Source: an optimization exercise on an open RTL-to-GDS flow (aim: a short achievable clock period and few clock cycles). Production flows keep margins and buffers that such runs may drop.
In this exercise RTL edits were held to simulation tests only and were not proved equivalent to the original.
Power and IR drop assume default switching activity.

--- flow/config.mk ---
export PLATFORM = sky130hd
export DESIGN_NAME = pipeline_top
export DESIGN_NICKNAME = pipeline_top
export VERILOG_FILES = /design/flow/design.v
export SDC_FILE = /design/flow/constraint.sdc
export NUM_CORES = 4
export LEC_CHECK = 0
export CAP_MARGIN = 20
export CORE_MARGIN = 2
export CORE_UTILIZATION = 40
export PLACE_DENSITY = 0.6
export SLEW_MARGIN = 20
--- flow/constraint.sdc ---
create_clock -name core_clock -period 9.0 [get_ports {clk}]
set_input_delay 1.8000 -clock core_clock [delete_from_list [all_inputs] [get_ports {clk}]]
set_output_delay 1.8000 -clock core_clock [all_outputs]
set_load 0.01 [all_outputs]
--- flow/design.v ---
module pipeline_top(clk, rst, imem_addr, imem_rdata, dmem_addr, dmem_wdata, dmem_we, dmem_rdata);
    input clk, rst;
    output [31:0] imem_addr;
    input  [31:0] imem_rdata;
    output [31:0] dmem_addr, dmem_wdata;
    output dmem_we;
    input  [31:0] dmem_rdata;
    reg [11:1] pcF;           
    reg [11:1] pcI;           
    reg        vD, predD;
    reg        kill;          
    reg [31:0] irD;
    reg [11:1] pcD4, tgtD;
    reg [31:1] sel1D, sel2D;
    reg        bMA1, bML1, bW1, bMA2, bML2, bW2;
    reg        vX, wenX, ldX, stX, brX, predX, subX, fAX, fSX;
    reg        selSumX, selAndX, selOrX, selSltX;
    reg        fwdAX, fwdBX, fwdSX;
    reg [4:0]  rdX;
    reg [31:0] opAX, opBX, opSX;
    reg [11:1] altX;
    reg        wenM, ldM, weM;
    reg [4:0]  rdM;
    reg [31:0] resM, wdM, maM;
    reg [31:0] resMw;         
    reg        wenW;
    reg [4:0]  rdW;
    reg [31:0] wdW;
    reg [31:0] regs [1:31];
    wire [6:0] op  = irD[6:0];
    wire [2:0] f3  = irD[14:12];
    wire [4:0] rs1 = irD[19:15];
    wire [4:0] rs2 = irD[24:20];
    wire [4:0] rd  = irD[11:7];
    wire isR  = (op == 7'b0110011);
    wire isI  = (op == 7'b0010011);
    wire isLW = (op == 7'b0000011);
    wire isSW = (op == 7'b0100011);
    wire isBR = (op == 7'b1100011);
    wire useRs1 = isR | isI | isLW | isSW | isBR;
    wire useRs2 = isR | isSW | isBR;
    wire isImm = isI | isLW | isSW;
    wire wenD = (isR | isI | isLW) & (rd != 5'd0);
    wire subD = isR & (f3 == 3'b000) & irD[30];
    wire aluAddD = isLW | isSW | ((isR | isI) & (f3 == 3'b000));
    wire aluAndD = (isR | isI) & (f3 == 3'b111);
    wire aluOrD  = (isR | isI) & (f3 == 3'b110);
    wire aluSltD = (isR | isI) & (f3 == 3'b010);
    wire [31:0] immI = {{20{irD[31]}}, irD[31:20]};
    wire [31:0] immS = {{20{irD[31]}}, irD[31:25], irD[11:7]};
    wire [31:0] immB = {{19{irD[31]}}, irD[31], irD[7], irD[30:25], irD[11:8], 1'b0};
    wire [31:0] imm  = isSW ? immS : immI;
    reg [31:0] rf1, rf2;
    integer k;
    always @(*) begin
        rf1 = 32'd0; rf2 = 32'd0;
        for (k = 1; k < 32; k = k + 1) begin
            rf1 = rf1 | ({32{sel1D[k]}} & regs[k]);
            rf2 = rf2 | ({32{sel2D[k]}} & regs[k]);
        end
    end
    wire [31:0] pre1 = bMA1 ? resMw : bW1 ? wdW : rf1;
    wire [31:0] pre2 = bMA2 ? resMw : bW2 ? wdW : rf2;
    wire [31:0] rd1 = bML1 ? dmem_rdata : pre1;
    wire [31:0] rd2 = bML2 ? dmem_rdata : pre2;
    wire stall = vD & vX & ldX & ~kill & ((useRs1 & (rdX == rs1)) | (useRs2 & (rdX == rs2)));
    wire fwdX1 = vX & wenX & ~ldX & ~kill & (rdX == rs1);
    wire fwdX2 = vX & wenX & ~ldX & ~kill & (rdX == rs2);
    wire [31:0] A = fwdAX ? resM : opAX;
    wire [31:0] B = fwdBX ? resM : opBX;
    wire [31:0] S = fwdSX ? resM : opSX;
    wire [32:0] s00 = {opAX, 1'b1} + {opBX, subX};
    wire [32:0] s10 = {resM, 1'b1} + {opBX, subX};
    wire [31:0] s01a = opAX + resM;
    wire [31:0] s01s = opAX - resM;
    wire [31:0] s11 = subX ? 32'd0 : {resM[30:0], 1'b0};
    wire [31:0] sum = fwdAX ? (fwdBX ? s11 : s10[32:1]) :
                      (fwdBX ? (subX ? s01s : s01a) : s00[32:1]);
    wire [31:0] res = ({32{selSumX}} & sum) | ({32{selAndX}} & (A & B)) |
                      ({32{selOrX}} & (A | B)) | {31'd0, selSltX & sum[31]};
    wire eq = fAX ? (fSX ? 1'b1 : (resM == opSX)) : (fSX ? (opAX == resM) : (opAX == opSX));
    wire mispX = vX & brX & ~kill & (eq ^ predX);
    wire predF = imem_rdata[6] & (imem_rdata[31] | (imem_rdata[19:15] == imem_rdata[24:20]));
    wire [11:1] pcF4 = pcI + 11'd2;
    wire [11:1] tgtF = pcI + {imem_rdata[7], imem_rdata[30:25], imem_rdata[11:8]};
    wire [11:1] pcSeq = !rst ? 11'd0 : predF ? tgtF : pcF4;
    wire [11:1] pcNext = mispX ? altX : stall ? pcI : pcSeq;
    wire [4:0] rs1F = imem_rdata[19:15];
    wire [4:0] rs2F = imem_rdata[24:20];
    wire [4:0] src1 = stall ? rs1 : rs1F;
    wire [4:0] src2 = stall ? rs2 : rs2F;
    wire xm1 = vX & wenX & ~kill & (rdX == rs1F), xmd1 = vX & wenX & ~kill & (rdX == rs1);
    wire xm2 = vX & wenX & ~kill & (rdX == rs2F), xmd2 = vX & wenX & ~kill & (rdX == rs2);
    wire mw1 = wenM & (rdM == rs1F), mwd1 = wenM & (rdM == rs1);
    wire mw2 = wenM & (rdM == rs2F), mwd2 = wenM & (rdM == rs2);
    always @(posedge clk) pcF <= pcNext;
    always @(posedge clk) pcI <= pcNext;
    always @(posedge clk or negedge rst) begin
        if (!rst) vD <= 1'b0;
        else if (!stall) vD <= 1'b1;
    end
    integer j;
    always @(posedge clk) begin
        if (!stall) begin
            irD <= imem_rdata; pcD4 <= pcF4; tgtD <= tgtF; predD <= predF;
            for (j = 1; j < 32; j = j + 1) begin
                sel1D[j] <= (rs1F == j);
                sel2D[j] <= (rs2F == j);
            end
        end
        bMA1 <= stall ? xmd1 & ~ldX : xm1 & ~ldX;
        bML1 <= stall ? xmd1 & ldX : xm1 & ldX;
        bW1  <= stall ? mwd1 : mw1;
        bMA2 <= stall ? xmd2 & ~ldX : xm2 & ~ldX;
        bML2 <= stall ? xmd2 & ldX : xm2 & ldX;
        bW2  <= stall ? mwd2 : mw2;
    end
    always @(posedge clk or negedge rst) begin
        if (!rst) begin
            vX <= 1'b0; wenX <= 1'b0; ldX <= 1'b0; stX <= 1'b0; brX <= 1'b0; kill <= 1'b0;
        end else begin
            kill <= mispX;
            vX   <= vD & ~kill & ~stall;
            wenX <= vD & ~kill & ~stall & wenD;
            ldX  <= vD & ~kill & ~stall & isLW;
            stX  <= vD & ~kill & ~stall & isSW;
            brX  <= vD & ~kill & ~stall & isBR;
        end
    end
    always @(posedge clk) begin
        predX <= predD;
        subX <= subD | aluSltD;
        selSumX <= aluAddD; selAndX <= aluAndD; selOrX <= aluOrD; selSltX <= aluSltD;
        fwdAX <= fwdX1;
        fwdBX <= fwdX2 & ~isImm;
        fwdSX <= fwdX2;
        fAX <= fwdX1;
        fSX <= fwdX2;
        rdX <= rd;
        opAX <= rd1;
        opBX <= (subD | aluSltD) ? ~(isImm ? imm : rd2) : (isImm ? imm : rd2);
        opSX <= rd2;
        altX <= predD ? pcD4 : tgtD;
    end
    always @(posedge clk or negedge rst) begin
        if (!rst) begin
            wenM <= 1'b0; ldM <= 1'b0; wenW <= 1'b0;
        end else begin
            wenM <= wenX & ~kill; ldM <= ldX & ~kill; wenW <= wenM;
        end
    end
    always @(posedge clk) weM <= rst & stX & ~kill;
    always @(posedge clk) begin
        rdM <= rdX; resM <= res; wdM <= S;
        maM <= sum;
        if (wenX & ~kill) resMw <= res;
        rdW <= rdM; wdW <= ldM ? dmem_rdata : resMw;
    end
    integer i;
    always @(posedge clk or negedge rst) begin
        if (!rst) begin
            for (i = 1; i < 32; i = i + 1) regs[i] <= 32'd0;
        end else if (wenW) begin
            regs[rdW] <= wdW;
        end
    end
    assign imem_addr  = {20'd0, pcF, 1'b0};
    assign dmem_addr  = maM;
    assign dmem_wdata = wdM;
    assign dmem_we    = weM;
endmodule
--- flow/flow/run.sh ---
#!/bin/bash
# The standard ORFS layout (standard.sh), with these changes to how it is made:
#  - port buffers are a plain buf_4 instead of the smallest buffer,
#  - synthesis and repair do not use the slowest complex gates (4-high
#    series stacks: or4, nor4, o41, o311, a2111, o2111) besides the
#    platform's own don't-use cells.
# Same SDC, same steps; each step's full log is under orfs/logs, and the
# make output of synthesis and layout in synth.log and layout.log.
set -euo pipefail
export SETUP_SLACK_MARGIN=6.5
export BUFFER_PORTS_ARGS="-buffer_cell sky130_fd_sc_hd__buf_4"
SLOW="sky130_fd_sc_hd__or4_1 sky130_fd_sc_hd__or4_2 sky130_fd_sc_hd__or4_4
  sky130_fd_sc_hd__or4b_1 sky130_fd_sc_hd__or4b_2 sky130_fd_sc_hd__or4b_4
  sky130_fd_sc_hd__or4bb_1 sky130_fd_sc_hd__or4bb_2 sky130_fd_sc_hd__or4bb_4
  sky130_fd_sc_hd__nor4_1 sky130_fd_sc_hd__nor4_2 sky130_fd_sc_hd__nor4_4
  sky130_fd_sc_hd__nor4b_1 sky130_fd_sc_hd__nor4b_2 sky130_fd_sc_hd__nor4b_4
  sky130_fd_sc_hd__nor4bb_1 sky130_fd_sc_hd__nor4bb_2 sky130_fd_sc_hd__nor4bb_4
  sky130_fd_sc_hd__o41a_1 sky130_fd_sc_hd__o41a_2 sky130_fd_sc_hd__o41a_4
  sky130_fd_sc_hd__o41ai_1 sky130_fd_sc_hd__o41ai_2 sky130_fd_sc_hd__o41ai_4
  sky130_fd_sc_hd__o2111a_1 sky130_fd_sc_hd__o2111a_2 sky130_fd_sc_hd__o2111a_4
  sky130_fd_sc_hd__o2111ai_1 sky130_fd_sc_hd__o2111ai_2 sky130_fd_sc_hd__o2111ai_4
  sky130_fd_sc_hd__o311a_1 sky130_fd_sc_hd__o311a_2 sky130_fd_sc_hd__o311a_4
  sky130_fd_sc_hd__o311ai_0 sky130_fd_sc_hd__o311ai_1 sky130_fd_sc_hd__o311ai_2
  sky130_fd_sc_hd__o311ai_4 sky130_fd_sc_hd__a2111o_1 sky130_fd_sc_hd__a2111o_2
  sky130_fd_sc_hd__a2111o_4 sky130_fd_sc_hd__a2111oi_0 sky130_fd_sc_hd__a2111oi_1
  sky130_fd_sc_hd__a2111oi_2 sky130_fd_sc_hd__a2111oi_4"
PLATFORM_DONT_USE="sky130_fd_sc_hd__probe_p_8 sky130_fd_sc_hd__probec_p_8
  sky130_fd_sc_hd__lpflow_bleeder_1 sky130_fd_sc_hd__lpflow_clkbufkapwr_1
  sky130_fd_sc_hd__lpflow_clkbufkapwr_16 sky130_fd_sc_hd__lpflow_clkbufkapwr_2
  sky130_fd_sc_hd__lpflow_clkbufkapwr_4 sky130_fd_sc_hd__lpflow_clkbufkapwr_8
  sky130_fd_sc_hd__lpflow_clkinvkapwr_1 sky130_fd_sc_hd__lpflow_clkinvkapwr_16
  sky130_fd_sc_hd__lpflow_clkinvkapwr_2 sky130_fd_sc_hd__lpflow_clkinvkapwr_4
  sky130_fd_sc_hd__lpflow_clkinvkapwr_8 sky130_fd_sc_hd__lpflow_decapkapwr_12
  sky130_fd_sc_hd__lpflow_decapkapwr_3 sky130_fd_sc_hd__lpflow_decapkapwr_4
  sky130_fd_sc_hd__lpflow_decapkapwr_6 sky130_fd_sc_hd__lpflow_decapkapwr_8
  sky130_fd_sc_hd__lpflow_inputiso0n_1 sky130_fd_sc_hd__lpflow_inputiso0p_1
  sky130_fd_sc_hd__lpflow_inputiso1n_1 sky130_fd_sc_hd__lpflow_inputiso1p_1
  sky130_fd_sc_hd__lpflow_inputisolatch_1 sky130_fd_sc_hd__lpflow_isobufsrc_1
  sky130_fd_sc_hd__lpflow_isobufsrc_16 sky130_fd_sc_hd__lpflow_isobufsrc_2
  sky130_fd_sc_hd__lpflow_isobufsrc_4 sky130_fd_sc_hd__lpflow_isobufsrc_8
  sky130_fd_sc_hd__lpflow_isobufsrckapwr_16
  sky130_fd_sc_hd__lpflow_lsbuf_lh_hl_isowell_tap_1
  sky130_fd_sc_hd__lpflow_lsbuf_lh_hl_isowell_tap_2
  sky130_fd_sc_hd__lpflow_lsbuf_lh_hl_isowell_tap_4
  sky130_fd_sc_hd__lpflow_lsbuf_lh_isowell_4
  sky130_fd_sc_hd__lpflow_lsbuf_lh_isowell_tap_1
  sky130_fd_sc_hd__lpflow_lsbuf_lh_isowell_tap_2
  sky130_fd_sc_hd__lpflow_lsbuf_lh_isowell_tap_4"
# DONT_USE_CELLS goes on make's command line: ORFS drops it from the environment.
DU="DONT_USE_CELLS=$(echo $SLOW $PLATFORM_DONT_USE)"
bash standard.sh "$DU" synth > synth.log 2>&1
bash standard.sh "$DU" finish > layout.log 2>&1
--- flow/standard.sh ---
#!/bin/bash
# synth_recipe.tcl (not shown) runs the flow's synth.tcl, then flattens the netlist and writes it again
# the make line also repeats each setting of config.mk as NAME=value (left out here)
make -C /OpenROAD-flow-scripts/flow DESIGN_CONFIG=/design/flow/config.mk WORK_HOME=/design/flow/orfs CLKGATE_MAP_FILE= SYNTH_SCRIPT=/design/flow/synth_recipe.tcl "${@:-finish}"
==> results of run 1 <==
## state kept, by name, summed over array words and instances, names as in the netlist, 5 cells and up
register,cells
regs,992
irD,32
maM,32
opAX,32
opBX,32
opSX,32
resM,32
resMw,32
wdM,32
wdW,32
sel1D,31
sel2D,31
altX,11
pcD4,11
pcF,11
tgtD,11
rdM,5
rdW,5
rdX,5
## worst register-to-register path, delay by kind of cell, from the launching register on
kind | cells | cell delay (ps)
fa+ha+maj | 1 | 310
mux | 1 | 220
compound gates | 7 | 1860
simple gates | 1 | 40
flops | 1 | 400
buf+inv | 3 | 370
## metrics by stage
step	util	total power [mW]	setup slack [ps]
2_1_floorplan	-	7.14	5080
6_report	0.523	14.8	5510
3_3_place_gp	0.426	7.51	4260
5_1_grt	0.523	15.1	5490
3_5_place_dp	0.426	7.52	4230
4_1_cts	0.504	14.7	5580
## layout make-up
cell class / count / area share
Sequential cell: 1428 / 0.376
Timing Repair Buffer: 825 / 0.108
Inverter: 91 / 0.00375
Clock buffer: 217 / 0.0471
Multi-Input combinational cell: 4319 / 0.420
Antenna cell: 34 / 0.000900
Timing Repair inverter: 3 / 0.000238
Tap cell: 2370 / 0.0314
Clock inverter: 79 / 0.0127
## per-layer routing
metal,track usage,part of all wire,vias to the layer above
li1,-,-,25500
met1,0.478,0.36,33700
met2,0.500,0.39,6407
met3,0.182,0.16,2000
met4,0.263,0.087,39
met5,0.0200,0.0028,-
## final timing paths
path,cells after the start,from,end
max in group asynchronous,3,rst,regs[2][21]$_DFFE_PN0P_
hold reg to reg,0,rdX[0]$_DFF_P_,rdM[0]$_DFF_P_
setup / recovery,13,resM[7]$_DFF_P_,resMw[24]$_DFFE_PP_
hold / removal,0,rdX[0]$_DFF_P_,rdM[0]$_DFF_P_
min in group asynchronous,1,rst,regs[6][6]$_DFFE_PN0P_
setup reg to reg,13,resM[7]$_DFF_P_,resMw[24]$_DFFE_PP_
## where the power goes
group | internal (mW) | switching [mW]
Sequential | 6.61 | 0.114
Combinational | 0.373 | 0.592
Clock | 4.17 | 2.97
## synth_stat cells (90+ instances only)
cell	n
mux2_2	1122
dfrtp_1	1002
a22oi_1	468
clkbuf_1	462
a21oi_1	298
nor2_1	270
a221oi_1	267
dfxtp_1	266
a22o_1	256
nand4_1	228
nand2_1	204
xnor2_1	182
o21ai_0	173
edfxtp_1	160
ha_1	135
inv_1	90
## cells in the final DEF, fill, tap and decap left out, types with 124 or more instances in the layout
master | synthesis | layout
nor2_1 | 270 | 215
dfrtp_1 | 1002 | 1001
clkbuf_16 | 0 | 172
a22o_1 | 256 | 255
edfxtp_1 | 160 | 160
buf_4 | 22 | 409
buf_6 | 1 | 181
mux2_2 | 1122 | 1095
nand2_1 | 204 | 195
xnor2_1 | 182 | 162
a21oi_1 | 298 | 234
a22oi_1 | 468 | 449
dfxtp_1 | 266 | 124
a221oi_1 | 267 | 137
nand4_1 | 228 | 228
## repair_timing
action / in CTS / in global routing
buffers inserted: 312 / 141
resized for setup: 1053 / 424
pin swaps: 221 / 239
setup endpoints to repair: 1490 / 875
cloned: 35 / 15
## cells by family after synthesis
logic type                 Yosys count
AOI/OAI and AO/OA                 1798
DFF                               1428
muxes                             1175
and+or+nand+nor                    945
buffers and inverters              652
xor gates and xnor gates           239
adders and majority gates          140
other                                2
==> results.sh, run 1 <==
export IMPL_core_um2=181000
export IMPL_gp_congestion=0.957
export IMPL_grt_pass1_wl_mm=495
export IMPL_initial_utilization=0.402
export IMPL_antenna_found_initial=32
export IMPL_tns_ps=0
export IMPL_drt_vias_per_instance=7.22
export IMPL_cts_htree_levels=4
export IMPL_clk_latency_ps=850
export IMPL_yosysTopAreaCellShare=0.345
export IMPL_postLayoutCellArea_um2=94500
export IMPL_drv_cap=0
export IMPL_fin_crit_sh=0.388
export IMPL_r2r_setup_slack_ps=5510
export IMPL_setup_violations_final=0
export IMPL_drt_iter0_markers=12700
export IMPL_wl_per_cell_um=39.5
export IMPL_die_area_um2=185000
export IMPL_synth_cell_types=72
export IMPL_ioPinCount=163
export IMPL_synthAdderAreaFrac=0.0246
export IMPL_yosys_area_share_simple=0.0634
export IMPL_grt_pass1_vias=63100
export IMPL_die_w_um=430
export IMPL_status="finished clean"
export IMPL_ys_seq_elements=1428
export IMPL_yosys_warnings=2
export IMPL_cp_start_kind="register"
export IMPL_critPathKind="register to register"
export IMPL_crit_path_top_delay_cell="o31ai_2"
export IMPL_path_max_fanout=6
export IMPL_period_minus_slack_ps=3490
export IMPL_arrival_ps=4030
export IMPL_hold_viol=0
export IMPL_drive_gt1_frac=0.430
export IMPL_first_pass_iters=10
export IMPL_multi_input_area_um2=39700
export IMPL_fin_nets=7032
export IMPL_avgSynthCellArea_um2=11.4
export IMPL_synth_seq_area_share=0.485
export IMPL_total_leakage_power_nw=41.1
export IMPL_critPathCaptureType="register"
export IMPL_place_inst=8532
export IMPL_ant_nets=0
export IMPL_port_buffers=141
export IMPL_tritoncts="built"
export IMPL_ctsHoldBuffers=0
export IMPL_path_cells="inv_1 -> ha_2 -> inv_2 -> a21oi_1 -> o31ai_2 -> o21bai_4 -> a211oi_4 -> buf_4 -> nor2_4 -> mux2i_2 -> a211oi_2 -> a211o_1 -> a221o_1"
export IMPL_synth_compound_area_frac=0.182
export IMPL_synth_area_mux_share=0.181
export IMPL_rows=156
export IMPL_yosysTopAreaCell="dfrtp_1"
export IMPL_die_y_um=430
export IMPL_whs_ps=415
export IMPL_cts_buffer_depth=3
export IMPL_wl_mm=370
export IMPL_rsz0062_at_grt="yes"
export IMPL_cts_sinks=1428
export IMPL_overflow=0
export IMPL_critPathTopFamily="compound AO/OA/AOI/OAI gates"
export IMPL_path_buf_inv=3
export IMPL_tightest_slew_ps=1300
export IMPL_ys_flop_type="dfrtp_1"
export IMPL_syn_area_um2=72600
export IMPL_synthArstFlopShare=0.702
export IMPL_vdd_ir_drop_max_mv=0.208
export IMPL_synth_area_top_cells="dfrtp_1 35%, mux2_2 17%, dfxtp_1 7.3%"
export IMPL_vias=67600
export IMPL_slew_viol_final=0
export IMPL_critPathMaxStageDelay_ps=470
export IMPL_slew_headroom=0.135
export IMPL_pwr_density_cell_nw_per_um2=157
export IMPL_fill_cells=15200
export IMPL_cts_root_buf="clkbuf_16"
export IMPL_synth_xor_area_share=0.0288
export IMPL_fmax_mhz=287
export IMPL_gr_usage_all_layers=0.378
export IMPL_cts_buffers=158
export IMPL_clk_pin_slew_ps=60
export IMPL_hold_class="register to register"
export IMPL_cp_required_ps=9550
export IMPL_seqCellArea_um2=35500
export IMPL_dpl_cell_area_um2=77000
export IMPL_synth_top_family_by_area="compound AO/OA/AOI/OAI gates"
export IMPL_grt_max_degree=145
export IMPL_finalNonFillerCells=9366
export IMPL_drt_drc_violations_left=0
export IMPL_fin_skew_ps=54.4
export IMPL_layout_area_overhead_vs_synth_pct=30.1
export IMPL_postSynthCellCount=6379
export IMPL_synth_edff_count=160
export IMPL_dp_hpwl_mm=194
Testbench counts, summed over its fixed seeds: cycles 343,473.
==> run 2, diff against run 1 <==
--- a/flow/design.v
+++ b/flow/design.v
@@ -10,7 +10,7 @@
     reg        vD, predD;
     reg        kill;          
     reg [31:0] irD;
-    reg [11:1] pcD4, tgtD;
+    reg [11:1] pcD, pcD4;
     reg [31:1] sel1D, sel2D;
     reg        bMA1, bML1, bW1, bMA2, bML2, bW2;
     reg        vX, wenX, ldX, stX, brX, predX, subX, fAX, fSX;
@@ -22,7 +22,7 @@
     reg        wenM, ldM, weM;
     reg [4:0]  rdM;
     reg [31:0] resM, wdM, maM;
-    reg [31:0] resMw;         
+    reg [31:0] resMb;         
     reg        wenW;
     reg [4:0]  rdW;
     reg [31:0] wdW;
@@ -59,8 +59,8 @@
             rf2 = rf2 | ({32{sel2D[k]}} & regs[k]);
         end
     end
-    wire [31:0] pre1 = bMA1 ? resMw : bW1 ? wdW : rf1;
-    wire [31:0] pre2 = bMA2 ? resMw : bW2 ? wdW : rf2;
+    wire [31:0] pre1 = bMA1 ? resMb : bW1 ? wdW : rf1;
+    wire [31:0] pre2 = bMA2 ? resMb : bW2 ? wdW : rf2;
     wire [31:0] rd1 = bML1 ? dmem_rdata : pre1;
     wire [31:0] rd2 = bML2 ? dmem_rdata : pre2;
     wire stall = vD & vX & ldX & ~kill & ((useRs1 & (rdX == rs1)) | (useRs2 & (rdX == rs2)));
@@ -83,8 +83,7 @@
     wire predF = imem_rdata[6] & (imem_rdata[31] | (imem_rdata[19:15] == imem_rdata[24:20]));
     wire [11:1] pcF4 = pcI + 11'd2;
     wire [11:1] tgtF = pcI + {imem_rdata[7], imem_rdata[30:25], imem_rdata[11:8]};
-    wire [11:1] pcSeq = !rst ? 11'd0 : predF ? tgtF : pcF4;
-    wire [11:1] pcNext = mispX ? altX : stall ? pcI : pcSeq;
+    wire [11:1] pcNext = mispX ? altX : stall ? pcI : predF ? tgtF : pcF4;
     wire [4:0] rs1F = imem_rdata[19:15];
     wire [4:0] rs2F = imem_rdata[24:20];
     wire [4:0] src1 = stall ? rs1 : rs1F;
@@ -93,8 +92,8 @@
     wire xm2 = vX & wenX & ~kill & (rdX == rs2F), xmd2 = vX & wenX & ~kill & (rdX == rs2);
     wire mw1 = wenM & (rdM == rs1F), mwd1 = wenM & (rdM == rs1);
     wire mw2 = wenM & (rdM == rs2F), mwd2 = wenM & (rdM == rs2);
-    always @(posedge clk) pcF <= pcNext;
-    always @(posedge clk) pcI <= pcNext;
+    always @(posedge clk) pcF <= rst ? pcNext : 11'd0;
+    always @(posedge clk) pcI <= rst ? pcNext : 11'd0;
     always @(posedge clk or negedge rst) begin
         if (!rst) vD <= 1'b0;
         else if (!stall) vD <= 1'b1;
@@ -102,7 +101,7 @@
     integer j;
     always @(posedge clk) begin
         if (!stall) begin
-            irD <= imem_rdata; pcD4 <= pcF4; tgtD <= tgtF; predD <= predF;
+            irD <= imem_rdata; pcD <= pcI; pcD4 <= pcF4; predD <= predF;
             for (j = 1; j < 32; j = j + 1) begin
                 sel1D[j] <= (rs1F == j);
                 sel2D[j] <= (rs2F == j);
@@ -140,7 +139,7 @@
         opAX <= rd1;
         opBX <= (subD | aluSltD) ? ~(isImm ? imm : rd2) : (isImm ? imm : rd2);
         opSX <= rd2;
-        altX <= predD ? pcD4 : tgtD;
+        altX <= predD ? pcD4 : pcD + immB[11:1];
     end
     always @(posedge clk or negedge rst) begin
         if (!rst) begin
@@ -153,8 +152,11 @@
     always @(posedge clk) begin
         rdM <= rdX; resM <= res; wdM <= S;
         maM <= sum;
-        if (wenX & ~kill) resMw <= res;
-        rdW <= rdM; wdW <= ldM ? dmem_rdata : resMw;
+        rdW <= rdM; wdW <= ldM ? dmem_rdata : resMb;
+    end
+    always @(posedge clk or negedge rst) begin
+        if (!rst) resMb <= 32'd0;
+        else resMb <= res;
     end
     integer i;
     always @(posedge clk or negedge rst) begin
==> run 2 against run 1 <==
  * Still clean on timing, DRC and antenna
  * Register-to-register slack improved by 120 ps
  * Area after synthesis rose by 0.52%
  * Hold slack got worse by 12 ps
  * Design area rose by 0.46%
  * Non-clock buffer count rose by 57
  * Clock power fell by 2.9%
  * Critical path depth fell by 2
  * Clock skew fell by 18 ps
  * Sequential share of layout area fell by 0.44 points
  * Via count rose by 0.88%
  * Critical path type unchanged
  * Largest cell class unchanged
  * Highest routed layer unchanged
==> results.sh, run 2 <==
export IMPL_status="finished clean"
export IMPL_ys_flop_type="dfrtp_1"
export IMPL_crit_path_frequent_cell="o211ai_1"
export IMPL_postLayoutCoreUtil=0.524
export IMPL_fin_crit_sh=0.374
export IMPL_synth_cell_types=81
export IMPL_vias=68200
export IMPL_ant_nets=0
export IMPL_pwr_density_cell_nw_per_um2=149
export IMPL_final_common_cell="mux2_2"
export IMPL_gp_congestion=0.960
export IMPL_wl_mm=370
export IMPL_die_area_um2=186000
export IMPL_cp_start_kind="register"
export IMPL_postSynthCellCount=6499
export IMPL_clk_pin_slew_ps=60
export IMPL_drt_drc_violations_left=0
export IMPL_core_um2=181000
export IMPL_drv_cap=0
export IMPL_drive_gt1_frac=0.436
export IMPL_critPathCaptureType="register"
export IMPL_hold_viol=0
export IMPL_p_total_mw=14.2
export IMPL_synthArstFlopShare=0.725
export IMPL_synthTopCellsByCount="1,113 x mux2_2, 1,034 x dfrtp_1, 464 x clkbuf_1"
export IMPL_synth_seq_area_share=0.478
export IMPL_drt_vias_per_instance=7.17
export IMPL_setup_violations_final=0
export IMPL_initial_utilization=0.403
export IMPL_critPathMaxStageDelay_ps=440
export IMPL_largest_register="regs"
export IMPL_dpl_cell_area_um2=77100
export IMPL_path_max_fanout=4
export IMPL_period_minus_slack_ps=3370
export IMPL_slew_headroom=0.117
export IMPL_synth_area_top_cells="dfrtp_1 35%, mux2_2 17%, dfxtp_1 7.6%"
export IMPL_place_inst=8647
export IMPL_dp_hpwl_mm=198
export IMPL_tns_ps=0
export IMPL_die_y_um=431
export IMPL_yosysMostFrequentCell="mux2_2"
export IMPL_rows=156
export IMPL_vdd_ir_drop_max_mv=0.213
export IMPL_critPathKind="register to register"
export IMPL_grt_pass1_vias=63700
export IMPL_grt_max_degree=142
export IMPL_port_buffers=141
export IMPL_path_cells="ha_4 -> o211ai_1 -> o211ai_1 -> a311o_1 -> o21ai_4 -> a21oi_4 -> nor2_1 -> a311oi_2 -> o31ai_1 -> o31a_1 -> a221o_1"
export IMPL_synth_edff_count=116
export IMPL_rsz0062_at_grt="yes"
export IMPL_fin_nets=7201
export IMPL_tightest_slew_ps=1320
export IMPL_overflow=0
export IMPL_fill_cells=15300
export IMPL_cts_htree_levels=4
export IMPL_r2r_cells=11
export IMPL_first_pass_iters=10
export IMPL_fin_skew_ps=36.8
export IMPL_yosys_warnings=2
export IMPL_worstHoldPathCells=0
export IMPL_grt_pass1_wl_mm=499
export IMPL_finalNonFillerCells=9508
export IMPL_gr_usage_all_layers=0.379
export IMPL_tritoncts="built"
export IMPL_hold_class="register to register"
export IMPL_antenna_found_initial=21
export IMPL_drt_iter0_markers=12200
export IMPL_avgSynthCellArea_um2=11.2
export IMPL_arrival_ps=4010
export IMPL_cts_sinks=1427
export IMPL_die_w_um=431
export IMPL_clk_latency_ps=830
export IMPL_largest_reg_flops=992
export IMPL_postLayoutCellArea_um2=94900
export IMPL_ioPinCount=163
export IMPL_final_cell_mix="1,085 x mux2_2, 1,033 x dfrtp_1, 455 x buf_4"
export IMPL_yosysTopAreaCell="dfrtp_1"
export IMPL_total_leakage_power_nw=41.5
export IMPL_wl_per_cell_um=39.0
export IMPL_layout_area_overhead_vs_synth_pct=30.1
export IMPL_fmax_mhz=297
export IMPL_cp_required_ps=9640
export IMPL_cts_buffer_depth=3
export IMPL_crit_path_top_delay_cell="o211ai_1"
export IMPL_cts_buffers=155
export IMPL_syn_area_um2=73000
export IMPL_cts_root_buf="clkbuf_16"
export IMPL_slew_viol_final=0
export IMPL_ys_seq_elements=1427
export IMPL_yosysTopAreaCellShare=0.354
==> run 2: layer usage <==
layer	up-vias	wire, um	track usage	share of wire
li1	25900	-	-	-
met1	33800	132000	0.468	0.36
met2	6420	143000	0.509	0.39
met3	2102	58900	0.186	0.16
met4	32	35200	0.267	0.095
met5	-	586	0.0154	0.0016
==> run 2: repair_timing <==
action,CTS,global route
cloned,27,9
setup buffers,346,166
endpoints found under the setup margin,1590,1273
resized for setup,1101,439
endpoints found under the hold margin,0,0
hold buffers,0,0
pin swaps,298,326
==> run 2: power by group <==
part / switching, mW / internal (mW) / total [mW] / leakage [nW]
registers: 0.0493 / 6.51 / 6.56 / 18.1
logic: 0.458 / 0.238 / 0.696 / 20.7
clock network: 2.90 / 4.03 / 6.93 / 2.67
==> run 2: worst max-delay path, delay by kind of cell, from the launching register on <==
| kind | cells | cell delay (ps) |
|---|---|---|
| AO/OA/AOI/OAI | 9 | 2380 |
| adder cells (fa/ha/maj) | 1 | 340 |
| AND/OR/NAND/NOR | 1 | 90 |
| flip-flops | 1 | 380 |
==> run 2: worst paths after layout <==
path,to,slack [ps],startpoint
min reg2reg,rdW[1]$_DFF_P_,400,rdM[1]$_DFF_P_
max,resMb[30]$_DFF_PN0_,5630,opBX[2]$_DFF_P_
max reg2reg,resMb[30]$_DFF_PN0_,5630,opBX[2]$_DFF_P_
min,rdW[1]$_DFF_P_,400,rdM[1]$_DFF_P_
max in group asynchronous,resMb[19]$_DFF_PN0_,6110,rst
min in group asynchronous,regs[1][4]$_DFFE_PN0P_,900,rst
==> run 2: layout make-up <==
type | instances | area (um^2) | share of cell area
Antenna cell | 20 | 50.0 | 0.000527
Timing Repair Buffer | 882 | 10300 | 0.109
Sequential cell | 1427 | 35200 | 0.371
Tap cell | 2370 | 2970 | 0.0312
Clock buffer | 228 | 4600 | 0.0484
Multi-Input combinational cell | 4413 | 40500 | 0.426
Inverter | 105 | 417 | 0.00439
Clock inverter | 63 | 890 | 0.00937
==> run 2: logic make-up (layout without fill, tap and decap cells) <==
family | Yosys count | count (layout) | synth area share
AOI/OAI and AO/OA | 1831 | 1831 | 0.184
other | 2 | 42 | 0.000103
DFF | 1427 | 1427 | 0.478
xor gates and xnor gates | 237 | 237 | 0.0284
muxes | 1161 | 1161 | 0.178
buffers and inverters | 679 | 1278 | 0.0365
adders and majority gates | 151 | 151 | 0.0265
and+or+nand+nor | 1011 | 1011 | 0.0679
==> run 2: metrics by stage <==
stage	setup slack, ps	hold WS, ps
CTS	5680	401
global placement	4580	395
detailed placement	4720	392
floorplan	3120	329
global route	5590	411
finish	5630	403
Testbench counts of run 2, summed over its fixed seeds: cycles 343,473.
==> run 3, diff against run 2 <==
--- a/flow/flow/run.sh
+++ b/flow/flow/run.sh
@@ -8,6 +8,7 @@
 # make output of synthesis and layout in synth.log and layout.log.
 set -euo pipefail
 export SETUP_SLACK_MARGIN=6.5
+export TNS_END_PERCENT=20
 export BUFFER_PORTS_ARGS="-buffer_cell sky130_fd_sc_hd__buf_4"
 SLOW="sky130_fd_sc_hd__or4_1 sky130_fd_sc_hd__or4_2 sky130_fd_sc_hd__or4_4
   sky130_fd_sc_hd__or4b_1 sky130_fd_sc_hd__or4b_2 sky130_fd_sc_hd__or4b_4
==> run 3 against run 2 <==
  * Via count is 1.6% lower
  * Critical endpoint is now pcF[11]$_SDFFE_PN0P_
  * First-iteration DRC count decreased by 0.35%
  * Die area unchanged
  * Worst setup slack got worse by 12 ps
  * Synthesized cell count unchanged
  * Combinational power decreased by 8.9%
  * Global-route usage fell by 0.93 points
  * Critical path type is now primary input to register
  * Maximum frequency fell by 0.35%
==> results.sh, run 3 <==
export IMPL_intPower_mw=10.7
export IMPL_syn_area_um2=73000
export IMPL_gp_congestion=0.973
export IMPL_synthAdderAreaFrac=0.0265
export IMPL_multi_input_area_um2=39000
export IMPL_wl_mm=356
export IMPL_cts_buffer_depth=3
export IMPL_cts_buffers=155
export IMPL_whs_ps=396
export IMPL_seqCellArea_um2=35200
export IMPL_cts_sinks=1427
export IMPL_first_pass_iters=13
export IMPL_initial_utilization=0.403
export IMPL_synthTopCellsByCount="1,113 x mux2_2, 1,034 x dfrtp_1, 464 x clkbuf_1"
export IMPL_p_total_mw=14.0
export IMPL_synth_area_top_cells="dfrtp_1 35%, mux2_2 17%, dfxtp_1 7.6%"
export IMPL_wl_per_cell_um=38.0
export IMPL_vdd_ir_drop_max_mv=0.189
export IMPL_p_sw_frac=0.238
export IMPL_largest_register="regs"
export IMPL_largest_reg_flops=992
export IMPL_ant_nets=0
export IMPL_hold_viol=0
export IMPL_setup_violations_final=0
export IMPL_drt_vias_per_instance=7.15
export IMPL_status="finished clean"
export IMPL_total_leakage_power_nw=40.0
export IMPL_postSynthCellCount=6499
export IMPL_tritoncts="built"
export IMPL_worstHoldPathCells=0
export IMPL_yosys_area_share_simple=0.0679
export IMPL_p_clk_frac=0.488
export IMPL_cts_root_buf="clkbuf_16"
export IMPL_fill_cells=15700
export IMPL_synth_area_mux_share=0.178
export IMPL_busiest_layer="met2"
export IMPL_synth_top_family_by_area="compound AO/OA/AOI/OAI gates"
export IMPL_critPathCaptureType="register"
export IMPL_synthArstFlopShare=0.725
export IMPL_hold_class="register to register"
export IMPL_clk_latency_ps=800
export IMPL_antenna_found_initial=33
export IMPL_die_w_um=431
export IMPL_fin_skew_ps=29.4
export IMPL_drive_gt1_frac=0.386
export IMPL_synth_edff_count=116
export IMPL_drv_cap=0
export IMPL_synth_seq_area_share=0.478
export IMPL_drt_drc_violations_left=0
export IMPL_grt_use_met1=0.460
export IMPL_core_um2=181000
export IMPL_cts_htree_levels=4
export IMPL_fmax_mhz=296
export IMPL_yosys_warnings=2
export IMPL_r2r_cells=14
export IMPL_ys_flop_type="dfrtp_1"
export IMPL_ys_seq_elements=1427
export IMPL_final_cell_mix="1,090 x mux2_2, 1,033 x dfrtp_1, 505 x buf_4"
export IMPL_pwr_density_cell_nw_per_um2=154
export IMPL_p_comb_frac=0.045
export IMPL_arrival_ps=4100
export IMPL_synth_compound_area_frac=0.184
export IMPL_vias=67100
export IMPL_overflow=0
export IMPL_preCtsSetupSlack_ps=4370
export IMPL_die_area_um2=186000
export IMPL_cp_start_kind="primary input"
export IMPL_fin_ws_ps=5620
export IMPL_synth_xor_area_share=0.0284
export IMPL_path_max_fanout=2
export IMPL_dp_hpwl_mm=201
export IMPL_port_buffers=141
export IMPL_met3_usage=0.186
export IMPL_finalNonFillerCells=9374
export IMPL_power_net_switching_mw=3.35
export IMPL_grtUsageMet2=0.495
export IMPL_die_y_um=431
export IMPL_tightest_slew_ps=1220
export IMPL_final_common_cell="mux2_2"
export IMPL_drt_iter0_markers=12100
export IMPL_place_inst=8643
export IMPL_period_minus_slack_ps=3380
export IMPL_rsz0062_at_grt="yes"
export IMPL_rows=156
export IMPL_clk_pin_slew_ps=60
export IMPL_avgSynthCellArea_um2=11.2
export IMPL_slew_headroom=0.187
export IMPL_gr_usage_all_layers=0.370
export IMPL_critPathKind="primary input to register"
export IMPL_yosysTopAreaCellShare=0.354
export IMPL_grt_max_degree=149
export IMPL_fin_nets=7060
export IMPL_seq_power_share=0.467
export IMPL_synth_cell_types=81
export IMPL_cp_required_ps=9720
export IMPL_grt_pass1_wl_mm=488
export IMPL_slew_viol_final=0
export IMPL_yosysTopAreaCell="dfrtp_1"
export IMPL_layout_area_overhead_vs_synth_pct=24.6
export IMPL_fin_crit_sh=0.375
export IMPL_ioPinCount=163
export IMPL_tns_ps=0
export IMPL_yosysMostFrequentCell="mux2_2"
export IMPL_grt_pass1_vias=63600
run 3: cell type report:
| type | count | share of cell area |
|---|---|---|
| clock buffer | 229 | 0.0503 |
| sequential | 1427 | 0.387 |
| tap | 2370 | 0.0326 |
| inverter | 105 | 0.00453 |
| timing repair buffer | 741 | 0.0869 |
| multi-input combinational | 4413 | 0.429 |
| antenna | 28 | 0.000771 |
| clock inverter | 61 | 0.00904 |
run 3: cells by family after synthesis:
| family | after synthesis |
|---|---|
| other | 2 |
| XOR/XNOR | 237 |
| flip-flops | 1427 |
| multiplexers | 1161 |
| adder cells (fa/ha/maj) | 151 |
| AND/OR/NAND/NOR | 1011 |
| AO/OA/AOI/OAI | 1831 |
| buffers and inverters | 679 |
run 3: power by group through the flow:
stage	Clock, mW	Combinational [mW]	Sequential (mW)
2_1_floorplan	0	0.197	6.67
3_3_place_gp	0	0.473	6.70
3_5_place_dp	0	0.476	6.70
4_1_cts	6.85	0.583	6.56
5_1_grt	7.12	0.651	6.56
6_report	6.84	0.634	6.56
run 3: layer usage:
layer,part of all wire,up-vias
li1,-,25600
met1,0.36,33500
met2,0.39,6089
met3,0.16,1866
met4,0.087,32
met5,0.0012,-
run 3: what timing repair did:
item                                   in CTS  in global routing
gates resized for setup                  1012                104
buffers inserted                          354                 33
gates cloned                               23                  0
hold buffers                                0                  0
setup endpoints to repair                1710               1601
endpoints found under the hold margin       0                  0
pin swaps                                 290                 86
run 3: critical path: stages:
cell,delay [ps]
buf_8,70
ha_4,120
inv_2,40
fa_2,350
nor2b_2,140
o21ai_2,90
a21boi_2,170
o21ai_2,80
a21oi_2,180
mux2i_1,260
a31oi_1,110
a41o_1,240
or3_1,310
a21oi_1,120
run 3: worst paths after layout:
check / startpoint / endpoint / slack, ps
worst min register to register: rdM[1]$_DFF_P_ / rdW[1]$_DFF_P_ / 400
min in group asynchronous: rst / regs[26][2]$_DFFE_PN0P_ / 920
worst max-delay path: imem_rdata[8] / pcF[11]$_SDFFE_PN0P_ / 5620
worst max register to register: subX$_DFF_P_ / resMb[0]$_DFF_PN0_ / 5680
worst min-delay path: rdM[1]$_DFF_P_ / rdW[1]$_DFF_P_ / 400
max in group asynchronous: rst / regs[7][9]$_DFFE_PN0P_ / 6240
run 3: through the flow:
| step | instance area (um^2) | util |
|---|---|---|
| finish | 90900 | 0.502 |
| global route | 90900 | 0.502 |
| CTS | 90100 | 0.497 |
| detailed placement | 76600 | 0.423 |
| global placement | 76500 | 0.422 |
| floorplan | 73100 | - |

## static timing again, ports no longer ideal
No port has a modelled driver above. Below, the same layouts with a new extraction and two added sets of constraints. Step 1, drivers: a clkbuf_16 drives clk and a buf_2 each remaining input, both assumed. Step 2 adds t to the input delays and takes it off the output delays; t is the mean of the earliest and latest rising clock arrival at the registers after step 1. Input paths then give back, and output paths get back, about the clock's delay inside the block. Three values: no drivers, after step 1, after step 2; two values: the first two.
| run | t (ns) | setup WS [ns] | worst register clock-pin slew, ns | worst slew at a driven data input, ns | pins driven straight from the clock port |
|---|---|---|---|---|---|
| run 1 | 0.913 | 5.511 / 5.511 / 4.963 | 0.07 / 0.07 | 0.18 | 1 |
| run 2 | 0.891 | 5.633 / 5.627 / 4.818 | 0.07 / 0.07 | 0.16 | 1 |
| run 3 | 0.879 | 5.621 / 5.640 / 4.766 | 0.07 / 0.07 | 0.14 | 1 |
After both steps every run listed still meets setup and hold. For run 3, which loses most, drivers alone change the setup slack by +0.019 ns; drivers and shift together by -0.855 ns.
